This is an optimization exercise on Yosys and OpenROAD, whose aim is small area and a short achievable clock period, not a production implementation.
Only the layout flow was run in this run; the RTL was not checked for function there.
Power figures rest on the tool's default switching activity, not on a simulated workload.

--- flow/design.v ---
module booth_recoded_multiplier(clk, reset, multiplicand, multiplier, prod);
  input clk, reset;
  input [11:0] multiplicand, multiplier;
  output reg [23:0] prod;
  reg [11:0] A, B;
  wire [23:0] X, Y, P;
  wire hs1;
  wire hc2;
  wire fs3;
  wire fc4;
  wire hs5;
  wire hc6;
  wire fs7;
  wire fc8;
  wire fs9;
  wire fc10;
  wire hs11;
  wire hc12;
  wire fs13;
  wire fc14;
  wire fs15;
  wire fc16;
  wire fs17;
  wire fc18;
  wire hs19;
  wire hc20;
  wire fs21;
  wire fc22;
  wire fs23;
  wire fc24;
  wire fs25;
  wire fc26;
  wire fs27;
  wire fc28;
  wire hs29;
  wire hc30;
  wire fs31;
  wire fc32;
  wire fs33;
  wire fc34;
  wire fs35;
  wire fc36;
  wire fs37;
  wire fc38;
  wire fs39;
  wire fc40;
  wire fs41;
  wire fc42;
  wire fs43;
  wire fc44;
  wire fs45;
  wire fc46;
  wire fs47;
  wire fc48;
  wire fs49;
  wire fc50;
  wire hs51;
  wire hc52;
  wire fs53;
  wire fc54;
  wire fs55;
  wire fc56;
  wire fs57;
  wire fc58;
  wire fs59;
  wire fc60;
  wire fs61;
  wire fc62;
  wire fs63;
  wire fc64;
  wire hs65;
  wire hc66;
  wire fs67;
  wire fc68;
  wire fs69;
  wire fc70;
  wire fs71;
  wire fc72;
  wire fs73;
  wire fc74;
  wire fs75;
  wire fc76;
  wire fs77;
  wire fc78;
  wire fs79;
  wire fc80;
  wire hs81;
  wire hc82;
  wire fs83;
  wire fc84;
  wire fs85;
  wire fc86;
  wire fs87;
  wire fc88;
  wire fs89;
  wire fc90;
  wire fs91;
  wire fc92;
  wire fs93;
  wire fc94;
  wire fs95;
  wire fc96;
  wire fs97;
  wire fc98;
  wire hs99;
  wire hc100;
  wire fs101;
  wire fc102;
  wire fs103;
  wire fc104;
  wire fs105;
  wire fc106;
  wire fs107;
  wire fc108;
  wire fs109;
  wire fc110;
  wire fs111;
  wire fc112;
  wire fs113;
  wire fc114;
  wire fs115;
  wire fc116;
  wire fs117;
  wire fc118;
  wire hs119;
  wire hc120;
  wire fs121;
  wire fc122;
  wire fs123;
  wire fc124;
  wire fs125;
  wire fc126;
  wire fs127;
  wire fc128;
  wire fs129;
  wire fc130;
  wire fs131;
  wire fc132;
  wire fs133;
  wire fc134;
  wire fs135;
  wire fc136;
  wire fs137;
  wire fc138;
  wire fs139;
  wire fc140;
  wire fs141;
  wire fc142;
  wire fs143;
  wire fc144;
  wire fs145;
  wire fc146;
  wire fs147;
  wire fc148;
  wire fs149;
  wire fc150;
  wire fs151;
  wire fc152;
  wire fs153;
  wire fc154;
  wire fs155;
  wire fc156;
  wire fs157;
  wire fc158;
  wire fs159;
  wire fc160;
  wire fs161;
  wire fc162;
  wire fs163;
  wire fc164;
  wire fs165;
  wire fc166;
  wire fs167;
  wire fc168;
  wire fs169;
  wire fc170;
  wire fs171;
  wire fc172;
  wire fs173;
  wire fc174;
  wire fs175;
  wire fc176;
  wire fs177;
  wire fc178;
  wire fs179;
  wire fc180;
  wire fs181;
  wire fc182;
  wire fs183;
  wire fc184;
  wire fs185;
  wire fc186;
  wire fs187;
  wire fc188;
  wire fs189;
  wire fc190;
  wire fs191;
  wire fc192;
  wire fs193;
  wire fc194;
  wire fs195;
  wire fc196;
  wire fs197;
  wire fc198;
  wire fs199;
  wire fc200;
  wire fs201;
  wire fc202;
  wire fs203;
  wire fc204;
  wire fs205;
  wire fc206;
  wire fs207;
  wire fc208;
  wire fs209;
  wire fc210;
  wire fs211;
  wire fc212;
  wire fs213;
  wire fc214;
  wire fs215;
  wire fc216;
  wire fs217;
  wire fc218;
  wire fs219;
  wire fc220;
  wire fs221;
  wire fc222;
  wire fs223;
  wire fc224;
  wire fs225;
  wire fc226;
  wire fs227;
  wire fc228;
  wire fs229;
  wire fc230;
  ha uhs1 (.a((A[0] & B[1])), .b((A[1] & B[0])), .s(hs1), .c(hc2));
  fa ufs3 (.a((A[0] & B[2])), .b((A[1] & B[1])), .ci((A[2] & B[0])), .s(fs3), .co(fc4));
  ha uhs5 (.a(hc2), .b(fs3), .s(hs5), .c(hc6));
  fa ufs7 (.a((A[0] & B[3])), .b((A[1] & B[2])), .ci((A[2] & B[1])), .s(fs7), .co(fc8));
  fa ufs9 (.a((A[3] & B[0])), .b(fc4), .ci(fs7), .s(fs9), .co(fc10));
  ha uhs11 (.a(hc6), .b(fs9), .s(hs11), .c(hc12));
  fa ufs13 (.a((A[0] & B[4])), .b((A[1] & B[3])), .ci((A[2] & B[2])), .s(fs13), .co(fc14));
  fa ufs15 (.a((A[3] & B[1])), .b((A[4] & B[0])), .ci(fc8), .s(fs15), .co(fc16));
  fa ufs17 (.a(fs13), .b(fc10), .ci(fs15), .s(fs17), .co(fc18));
  ha uhs19 (.a(hc12), .b(fs17), .s(hs19), .c(hc20));
  fa ufs21 (.a((A[0] & B[5])), .b((A[1] & B[4])), .ci((A[2] & B[3])), .s(fs21), .co(fc22));
  fa ufs23 (.a((A[3] & B[2])), .b((A[4] & B[1])), .ci((A[5] & B[0])), .s(fs23), .co(fc24));
  fa ufs25 (.a(fc14), .b(fs21), .ci(fs23), .s(fs25), .co(fc26));
  fa ufs27 (.a(fc16), .b(fs25), .ci(fc18), .s(fs27), .co(fc28));
  ha uhs29 (.a(hc20), .b(fs27), .s(hs29), .c(hc30));
  fa ufs31 (.a((A[0] & B[6])), .b((A[1] & B[5])), .ci((A[2] & B[4])), .s(fs31), .co(fc32));
  fa ufs33 (.a((A[3] & B[3])), .b((A[4] & B[2])), .ci((A[5] & B[1])), .s(fs33), .co(fc34));
  fa ufs35 (.a((A[6] & B[0])), .b(fc22), .ci(fc24), .s(fs35), .co(fc36));
  fa ufs37 (.a(fs31), .b(fs33), .ci(fc26), .s(fs37), .co(fc38));
  fa ufs39 (.a(fs35), .b(fs37), .ci(fc28), .s(fs39), .co(fc40));
  fa ufs41 (.a((A[0] & B[7])), .b((A[1] & B[6])), .ci((A[2] & B[5])), .s(fs41), .co(fc42));
  fa ufs43 (.a((A[3] & B[4])), .b((A[4] & B[3])), .ci((A[5] & B[2])), .s(fs43), .co(fc44));
  fa ufs45 (.a((A[6] & B[1])), .b((A[7] & B[0])), .ci(fc32), .s(fs45), .co(fc46));
  fa ufs47 (.a(fc34), .b(fs41), .ci(fs43), .s(fs47), .co(fc48));
  fa ufs49 (.a(fc36), .b(fs45), .ci(fs47), .s(fs49), .co(fc50));
  ha uhs51 (.a(fc38), .b(fs49), .s(hs51), .c(hc52));
  fa ufs53 (.a((A[0] & B[8])), .b((A[1] & B[7])), .ci((A[2] & B[6])), .s(fs53), .co(fc54));
  fa ufs55 (.a((A[3] & B[5])), .b((A[4] & B[4])), .ci((A[5] & B[3])), .s(fs55), .co(fc56));
  fa ufs57 (.a((A[6] & B[2])), .b((A[7] & B[1])), .ci((A[8] & B[0])), .s(fs57), .co(fc58));
  fa ufs59 (.a(fc42), .b(fc44), .ci(fs53), .s(fs59), .co(fc60));
  fa ufs61 (.a(fs55), .b(fs57), .ci(fc46), .s(fs61), .co(fc62));
  fa ufs63 (.a(fc48), .b(fs59), .ci(fs61), .s(fs63), .co(fc64));
  ha uhs65 (.a(fc50), .b(hc52), .s(hs65), .c(hc66));
  fa ufs67 (.a((A[0] & B[9])), .b((A[1] & B[8])), .ci((A[2] & B[7])), .s(fs67), .co(fc68));
  fa ufs69 (.a((A[3] & B[6])), .b((A[4] & B[5])), .ci((A[5] & B[4])), .s(fs69), .co(fc70));
  fa ufs71 (.a((A[6] & B[3])), .b((A[7] & B[2])), .ci((A[8] & B[1])), .s(fs71), .co(fc72));
  fa ufs73 (.a((A[9] & B[0])), .b(fc54), .ci(fc56), .s(fs73), .co(fc74));
  fa ufs75 (.a(fc58), .b(fs67), .ci(fs69), .s(fs75), .co(fc76));
  fa ufs77 (.a(fs71), .b(fc60), .ci(fs73), .s(fs77), .co(fc78));
  fa ufs79 (.a(fs75), .b(fc62), .ci(fs77), .s(fs79), .co(fc80));
  ha uhs81 (.a(fc64), .b(fs79), .s(hs81), .c(hc82));
  fa ufs83 (.a((A[0] & B[10])), .b((A[1] & B[9])), .ci((A[2] & B[8])), .s(fs83), .co(fc84));
  fa ufs85 (.a((A[3] & B[7])), .b((A[4] & B[6])), .ci((A[5] & B[5])), .s(fs85), .co(fc86));
  fa ufs87 (.a((A[6] & B[4])), .b((A[7] & B[3])), .ci((A[8] & B[2])), .s(fs87), .co(fc88));
  fa ufs89 (.a((A[9] & B[1])), .b((A[10] & B[0])), .ci(fc68), .s(fs89), .co(fc90));
  fa ufs91 (.a(fc70), .b(fc72), .ci(fs83), .s(fs91), .co(fc92));
  fa ufs93 (.a(fs85), .b(fs87), .ci(fc74), .s(fs93), .co(fc94));
  fa ufs95 (.a(fc76), .b(fs89), .ci(fs91), .s(fs95), .co(fc96));
  fa ufs97 (.a(fs93), .b(fc78), .ci(fs95), .s(fs97), .co(fc98));
  ha uhs99 (.a(fc80), .b(fs97), .s(hs99), .c(hc100));
  fa ufs101 (.a(~(A[0] & B[11])), .b((A[1] & B[10])), .ci((A[2] & B[9])), .s(fs101), .co(fc102));
  fa ufs103 (.a((A[3] & B[8])), .b((A[4] & B[7])), .ci((A[5] & B[6])), .s(fs103), .co(fc104));
  fa ufs105 (.a((A[6] & B[5])), .b((A[7] & B[4])), .ci((A[8] & B[3])), .s(fs105), .co(fc106));
  fa ufs107 (.a((A[9] & B[2])), .b((A[10] & B[1])), .ci(~(A[11] & B[0])), .s(fs107), .co(fc108));
  fa ufs109 (.a(fc84), .b(fc86), .ci(fc88), .s(fs109), .co(fc110));
  fa ufs111 (.a(fs101), .b(fs103), .ci(fs105), .s(fs111), .co(fc112));
  fa ufs113 (.a(fs107), .b(fc90), .ci(fc92), .s(fs113), .co(fc114));
  fa ufs115 (.a(fs109), .b(fs111), .ci(fc94), .s(fs115), .co(fc116));
  fa ufs117 (.a(fs113), .b(fc96), .ci(fs115), .s(fs117), .co(fc118));
  ha uhs119 (.a(fc98), .b(hc100), .s(hs119), .c(hc120));
  fa ufs121 (.a(1'b1), .b(~(A[1] & B[11])), .ci((A[2] & B[10])), .s(fs121), .co(fc122));
  fa ufs123 (.a((A[3] & B[9])), .b((A[4] & B[8])), .ci((A[5] & B[7])), .s(fs123), .co(fc124));
  fa ufs125 (.a((A[6] & B[6])), .b((A[7] & B[5])), .ci((A[8] & B[4])), .s(fs125), .co(fc126));
  fa ufs127 (.a((A[9] & B[3])), .b((A[10] & B[2])), .ci(~(A[11] & B[1])), .s(fs127), .co(fc128));
  fa ufs129 (.a(fc102), .b(fc104), .ci(fc106), .s(fs129), .co(fc130));
  fa ufs131 (.a(fc108), .b(fs121), .ci(fs123), .s(fs131), .co(fc132));
  fa ufs133 (.a(fs125), .b(fs127), .ci(fc110), .s(fs133), .co(fc134));
  fa ufs135 (.a(fc112), .b(fs129), .ci(fs131), .s(fs135), .co(fc136));
  fa ufs137 (.a(fc114), .b(fs133), .ci(fs135), .s(fs137), .co(fc138));
  fa ufs139 (.a(fc116), .b(fs137), .ci(fc118), .s(fs139), .co(fc140));
  fa ufs141 (.a(~(A[2] & B[11])), .b((A[3] & B[10])), .ci((A[4] & B[9])), .s(fs141), .co(fc142));
  fa ufs143 (.a((A[5] & B[8])), .b((A[6] & B[7])), .ci((A[7] & B[6])), .s(fs143), .co(fc144));
  fa ufs145 (.a((A[8] & B[5])), .b((A[9] & B[4])), .ci((A[10] & B[3])), .s(fs145), .co(fc146));
  fa ufs147 (.a(~(A[11] & B[2])), .b(fc122), .ci(fc124), .s(fs147), .co(fc148));
  fa ufs149 (.a(fc126), .b(fc128), .ci(fs141), .s(fs149), .co(fc150));
  fa ufs151 (.a(fs143), .b(fs145), .ci(fc130), .s(fs151), .co(fc152));
  fa ufs153 (.a(fc132), .b(fs147), .ci(fs149), .s(fs153), .co(fc154));
  fa ufs155 (.a(fc134), .b(fs151), .ci(fc136), .s(fs155), .co(fc156));
  fa ufs157 (.a(fs153), .b(fc138), .ci(fs155), .s(fs157), .co(fc158));
  fa ufs159 (.a(~(A[3] & B[11])), .b((A[4] & B[10])), .ci((A[5] & B[9])), .s(fs159), .co(fc160));
  fa ufs161 (.a((A[6] & B[8])), .b((A[7] & B[7])), .ci((A[8] & B[6])), .s(fs161), .co(fc162));
  fa ufs163 (.a((A[9] & B[5])), .b((A[10] & B[4])), .ci(~(A[11] & B[3])), .s(fs163), .co(fc164));
  fa ufs165 (.a(fc142), .b(fc144), .ci(fc146), .s(fs165), .co(fc166));
  fa ufs167 (.a(fs159), .b(fs161), .ci(fs163), .s(fs167), .co(fc168));
  fa ufs169 (.a(fc148), .b(fc150), .ci(fs165), .s(fs169), .co(fc170));
  fa ufs171 (.a(fs167), .b(fc152), .ci(fc154), .s(fs171), .co(fc172));
  fa ufs173 (.a(fs169), .b(fc156), .ci(fs171), .s(fs173), .co(fc174));
  fa ufs175 (.a(~(A[4] & B[11])), .b((A[5] & B[10])), .ci((A[6] & B[9])), .s(fs175), .co(fc176));
  fa ufs177 (.a((A[7] & B[8])), .b((A[8] & B[7])), .ci((A[9] & B[6])), .s(fs177), .co(fc178));
  fa ufs179 (.a((A[10] & B[5])), .b(~(A[11] & B[4])), .ci(fc160), .s(fs179), .co(fc180));
  fa ufs181 (.a(fc162), .b(fc164), .ci(fs175), .s(fs181), .co(fc182));
  fa ufs183 (.a(fs177), .b(fc166), .ci(fc168), .s(fs183), .co(fc184));
  fa ufs185 (.a(fs179), .b(fs181), .ci(fc170), .s(fs185), .co(fc186));
  fa ufs187 (.a(fs183), .b(fc172), .ci(fs185), .s(fs187), .co(fc188));
  fa ufs189 (.a(~(A[5] & B[11])), .b((A[6] & B[10])), .ci((A[7] & B[9])), .s(fs189), .co(fc190));
  fa ufs191 (.a((A[8] & B[8])), .b((A[9] & B[7])), .ci((A[10] & B[6])), .s(fs191), .co(fc192));
  fa ufs193 (.a(~(A[11] & B[5])), .b(fc176), .ci(fc178), .s(fs193), .co(fc194));
  fa ufs195 (.a(fs189), .b(fs191), .ci(fc180), .s(fs195), .co(fc196));
  fa ufs197 (.a(fc182), .b(fs193), .ci(fc184), .s(fs197), .co(fc198));
  fa ufs199 (.a(fs195), .b(fc186), .ci(fs197), .s(fs199), .co(fc200));
  fa ufs201 (.a(~(A[6] & B[11])), .b((A[7] & B[10])), .ci((A[8] & B[9])), .s(fs201), .co(fc202));
  fa ufs203 (.a((A[9] & B[8])), .b((A[10] & B[7])), .ci(~(A[11] & B[6])), .s(fs203), .co(fc204));
  fa ufs205 (.a(fc190), .b(fc192), .ci(fs201), .s(fs205), .co(fc206));
  fa ufs207 (.a(fs203), .b(fc194), .ci(fs205), .s(fs207), .co(fc208));
  fa ufs209 (.a(fc196), .b(fs207), .ci(fc198), .s(fs209), .co(fc210));
  fa ufs211 (.a(~(A[7] & B[11])), .b((A[8] & B[10])), .ci((A[9] & B[9])), .s(fs211), .co(fc212));
  fa ufs213 (.a((A[10] & B[8])), .b(~(A[11] & B[7])), .ci(fc202), .s(fs213), .co(fc214));
  fa ufs215 (.a(fc204), .b(fs211), .ci(fc206), .s(fs215), .co(fc216));
  fa ufs217 (.a(fs213), .b(fs215), .ci(fc208), .s(fs217), .co(fc218));
  fa ufs219 (.a(~(A[8] & B[11])), .b((A[9] & B[10])), .ci((A[10] & B[9])), .s(fs219), .co(fc220));
  fa ufs221 (.a(~(A[11] & B[8])), .b(fc212), .ci(fs219), .s(fs221), .co(fc222));
  fa ufs223 (.a(fc214), .b(fs221), .ci(fc216), .s(fs223), .co(fc224));
  fa ufs225 (.a(~(A[9] & B[11])), .b((A[10] & B[10])), .ci(~(A[11] & B[9])), .s(fs225), .co(fc226));
  fa ufs227 (.a(fc220), .b(fs225), .ci(fc222), .s(fs227), .co(fc228));
  fa ufs229 (.a(~(A[10] & B[11])), .b(~(A[11] & B[10])), .ci(fc226), .s(fs229), .co(fc230));
  assign X = {1'b1, (A[11] & B[11]), fc228, fc224, fc218, fc210, fc200, fc188, fc174, fc158, fc140, hc120, fs117, hc82, hc66, fs63, fc40, hc30, hs29, hs19, hs11, hs5, hs1, (A[0] & B[0])};
  assign Y = {1'b0, fc230, fs229, fs227, fs223, fs217, fs209, fs199, fs187, fs173, fs157, fs139, hs119, hs99, hs81, hs65, hs51, fs39, 1'b0, 1'b0, 1'b0, 1'b0, 1'b0, 1'b0};
  assign P = X + Y;
  always @(posedge clk or posedge reset)
    if (reset) begin A <= 12'd0; B <= 12'd0; prod <= 24'd0; end
    else begin A <= multiplicand; B <= multiplier; prod <= P; end
endmodule
module fa(input a, input b, input ci, output s, output co);
  assign s = a ^ b ^ ci;
  assign co = (a & b) | (ci & (a ^ b));
endmodule
module ha(input a, input b, output s, output c);
  assign s = a ^ b;
  assign c = a & b;
endmodule
--- flow/run.sh ---
#!/bin/bash
# synth_recipe.tcl (not shown) runs the flow's synth.tcl, then flattens the netlist and writes it again
# the make line also repeats each setting of config.mk as NAME=value (left out here)
make -C /OpenROAD-flow-scripts/flow DESIGN_CONFIG=/design/flow/config.mk WORK_HOME=/design/flow/orfs CLKGATE_MAP_FILE= SYNTH_SCRIPT=/design/flow/synth_recipe.tcl finish
--- flow/config.mk ---
export PLATFORM = sky130hd
export DESIGN_NAME = booth_recoded_multiplier
export DESIGN_NICKNAME = booth_recoded_multiplier
export VERILOG_FILES = /design/flow/design.v
export SDC_FILE = /design/flow/constraint.sdc
export NUM_CORES = 4
export LEC_CHECK = 0
export CAP_MARGIN = 20
export CORE_MARGIN = 2
export CORE_UTILIZATION = 40
export SLEW_MARGIN = 20
export SYNTH_HIERARCHICAL = 1
export SYNTH_MINIMUM_KEEP_SIZE = 0
--- flow/constraint.sdc ---
create_clock -name core_clock -period 8.5 [get_ports {clk}]
set_input_delay 1.7000 -clock core_clock [delete_from_list [all_inputs] [get_ports {clk}]]
set_output_delay 1.7000 -clock core_clock [all_outputs]
set_load 0.01 [all_outputs]
==> notes.md <==
[routing by layer]
layer | vias to the layer above | global-route usage (%) | part of all wire, % | wire length, um
li1 | 1509 | - | - | -
met1 | 1743 | 22.6 | 41 | 4750
met5 | - | 0 | 0 | 0
met3 | 18 | 3.23 | 4.7 | 537
met2 | 107 | 30.1 | 52 | 6020
met4 | 0 | 5.58 | 1.9 | 220
[flip-flops by register name, indices dropped and copies added (netlist names)]
name,cells
A,12
B,12
prod,24
[logic make-up (layout without fill, tap and decap cells)]
family | Yosys count | after routing | synth area share (%)
flops | 48 | 48 | 22.9
other cells | 1 | 1 | 0.0714
buf+inv | 32 | 64 | 2.36
mux | 1 | 1 | 0.215
simple gates | 188 | 188 | 20.2
compound gates | 40 | 40 | 5.20
xor+xnor | 13 | 13 | 2.17
fa+ha+maj | 133 | 133 | 46.9
[through the flow]
step,instance area (sq um),total power [uW],hold WS (ps),instances,setup slack (ps)
floorplan,5250,1520,466,456,4080
global placement,5860,1920,763,652,3740
detailed placement,5860,1930,761,652,3690
CTS,6010,2150,768,660,3660
global route,6010,2340,805,660,3430
finish,6010,2130,769,660,3660
[worst paths after layout]
path                       start        to  cells past startpoint
max                         B[3]  prod[18]                     14
min in group asynchronous  reset  prod[18]                      2
min reg2reg                 A[0]   prod[0]                      1
max reg2reg                 B[3]  prod[18]                     14
max in group asynchronous  reset      B[6]                      2
min                         A[0]   prod[0]                      1
[power by group through the flow]
stage	sequential, uW	combinational [uW]	clock [uW]
finish	345	1570	208
global route	353	1760	227
CTS	346	1580	217
detailed placement	351	1570	0
global placement	350	1560	0
floorplan	359	1160	0
[per-module statistics from Yosys (local to each module, per instance)]
module | copies in the design | flops+latches
booth_recoded_multiplier | 1 | 48
fa | 105 | 0
ha | 10 | 0
[placed cells by master, fill, tap and decap left out, drive strengths merged]
| cell | count |
|---|---|
| ha | 27 |
| a21o | 2 |
| nand2 | 35 |
| o21ai | 5 |
| a311oi | 1 |
| a22oi | 1 |
| and2 | 126 |
| fa | 106 |
| a31oi | 3 |
| nor3 | 3 |
| nand4 | 1 |
| o311a | 1 |
| dfrtp | 48 |
| mux2 | 1 |
| conb | 1 |
| clkdlybuf4s50 | 49 |
| o21a | 1 |
| nand3 | 4 |
| clkinv | 2 |
| o211ai | 2 |
| nor2 | 8 |
| o311ai | 1 |
| and3 | 2 |
| o2111ai | 3 |
| xor2 | 6 |
| nand3b | 1 |
| nor2b | 2 |
| a221oi | 1 |
| or3 | 1 |
| a211oi | 2 |
| clkbuf | 6 |
| xnor2 | 7 |
| nand2b | 3 |
| a21oi | 14 |
| inv | 7 |
| nor3b | 1 |
| or2 | 1 |
| o21bai | 3 |
[cell usage after synthesis, drive strengths merged (4+ instances only)]
cell type | n | share of area, %
clkbuf | 24 | 1.7
nand2 | 35 | 2.5
a21oi | 14 | 1.5
nand3 | 4 | 0.38
dfrtp | 48 | 23
o21ai | 5 | 0.48
fa | 106 | 40
ha | 27 | 6.4
inv | 7 | 0.50
nor2 | 8 | 0.57
xnor2 | 7 | 1.2
xor2 | 6 | 1.0
and2 | 126 | 15
[area by class of cell]
type,count,area [sq um]
tap,172,215
clock buffer,6,139
clock inverter,2,13.8
sequential,48,1200
fill,1187,6710
timing repair buffer,49,490
inverter,7,27.5
multi-input combinational,376,3920
==> notes.md <==
sequential area share after synthesis=22.9%; Int Pwr=1140 uW; yosys warns=7; Remaining Overflow, GRT=0; Top delay family on crit path=adder cells; Netlist cell types=38; worst path cell trace=and2_1, fa_1, fa_1, fa_1, fa_1, fa_1, ha_1, inv_1, fa_1, nand2b_1, a21oi_2, o2111ai_1, a31oi_1, xor2_1; syn nets=615; clock share of power=9.8%; CTS clk-pin slew, worst paths=70 ps; I/O Buffers=49; Setup Viol. Count Final=0; Post-Route Skew=9.31 ps; layout cells sized above 1=2.87%; number of global-route vias before repair=3,750; RePlAce Congestion=0.866; Tmin final=4840 ps; TritonCTS buffer count=5; clk buf depth=2; I/O pin cnt=50; critical path type=register to register; clk latency of the worst-skew pair=300 ps; ys flop type=dfrtp_1; EDFF count, synth=0; Post-Syn Area=5250 sq um; TritonCTS clock tree=yes; CP max FO=12; CP max stage delay=530 ps; Worst Setup End Kind=register; Switching Power=981 uW; Die Wd=119 um; outcome=finished clean; CTS resizes=0; first-pass iteration count of the detailed router=4; final worst path period share=56.9%; Yosys reg bits=48; DP HPWL=8930 um; Layout Utilization=47.2%; row cnt=41; fraction of registers with async set/reset=100%; leak pwr=0.00258 uW; HP Class=register to register; CTS sink cnt=48; slew of the pin with the lowest slew margin=844 ps; post-synthesis cell count=456; post-route DRC violation count=0; setup TNS=0 ps; Initial DRC Count=201; Die Span Y=119 um; Final #Nets=646; Slew headroom=43.7%; global-route wire length before repair=19,300 um; via/cell ratio=5.12; # hold bufs at CTS=0; vias=3,377; flop-to-flop setup slack=3660 ps; pwr/cell area=354 nW/um^2; synthesized area per cell=11.5 sq um; die area=14,100 sq um; Final Max Slew Viols=0; highest-delay cell along the critical path=dfrtp_1; CP arrival=5060 ps; pin count of the biggest net entering global routing=49; Gate power share=74.0%; RSZ-0062 raised after global routing=no; worst endpoint required time=8720 ps; Starting Density=41.3%; sequential share of power=16.2%; Fin. Hold Viols=0; Net Sw Frac=46.1%; # diodes=0; CP startpoint kind=register; total track usage=17.6%; DRT Wirelength=11,500 um; Root Buffer=clkbuf_16; per-cell routed wire length=17.5 um; initial antenna violation count=0; cell repeated most along the worst path=fa_1; worst path bufs/invs=1; Setup Fix Bufs, Post-CTS=0; maximum VDD drop=0.249 mV; ANT nets after route=0; area of the core=12,700 sq um; H-Tree Depth=2; peak clock frequency supported by timing=0.207 GHz; total of max-cap violations=0; area grow syn2layout=14.5%

==> separate check: timing with driven ports <==
Ports are ideal in the flow. The routed layout listed here was re-timed in OpenROAD.
Step 1 (the two cells are an assumption about what drives the block):
set clk [get_ports {clk}]
set_driving_cell -lib_cell sky130_fd_sc_hd__clkbuf_16 $clk
set_driving_cell -lib_cell sky130_fd_sc_hd__buf_2 [delete_from_list [all_inputs] $clk]
Step 2, shift: input delay + t, output delay - t, t = (earliest + latest rising clock arrival at the registers) / 2. This alone moves slack from input paths to output paths.
Three values: no drivers, after step 1, after step 2; two values: the first two.
t (ns): 0.335
setup slack, ns: 3.660 / 3.660 / 3.660
latest minus earliest clock arrival (ns): 0.010 / 0.010
slew at the worst register clock pin (ns): 0.07 / 0.07
After both steps setup and hold are still met in this run. For this run, drivers alone change the setup slack by 0.000 ns; drivers and shift together by 0.000 ns.
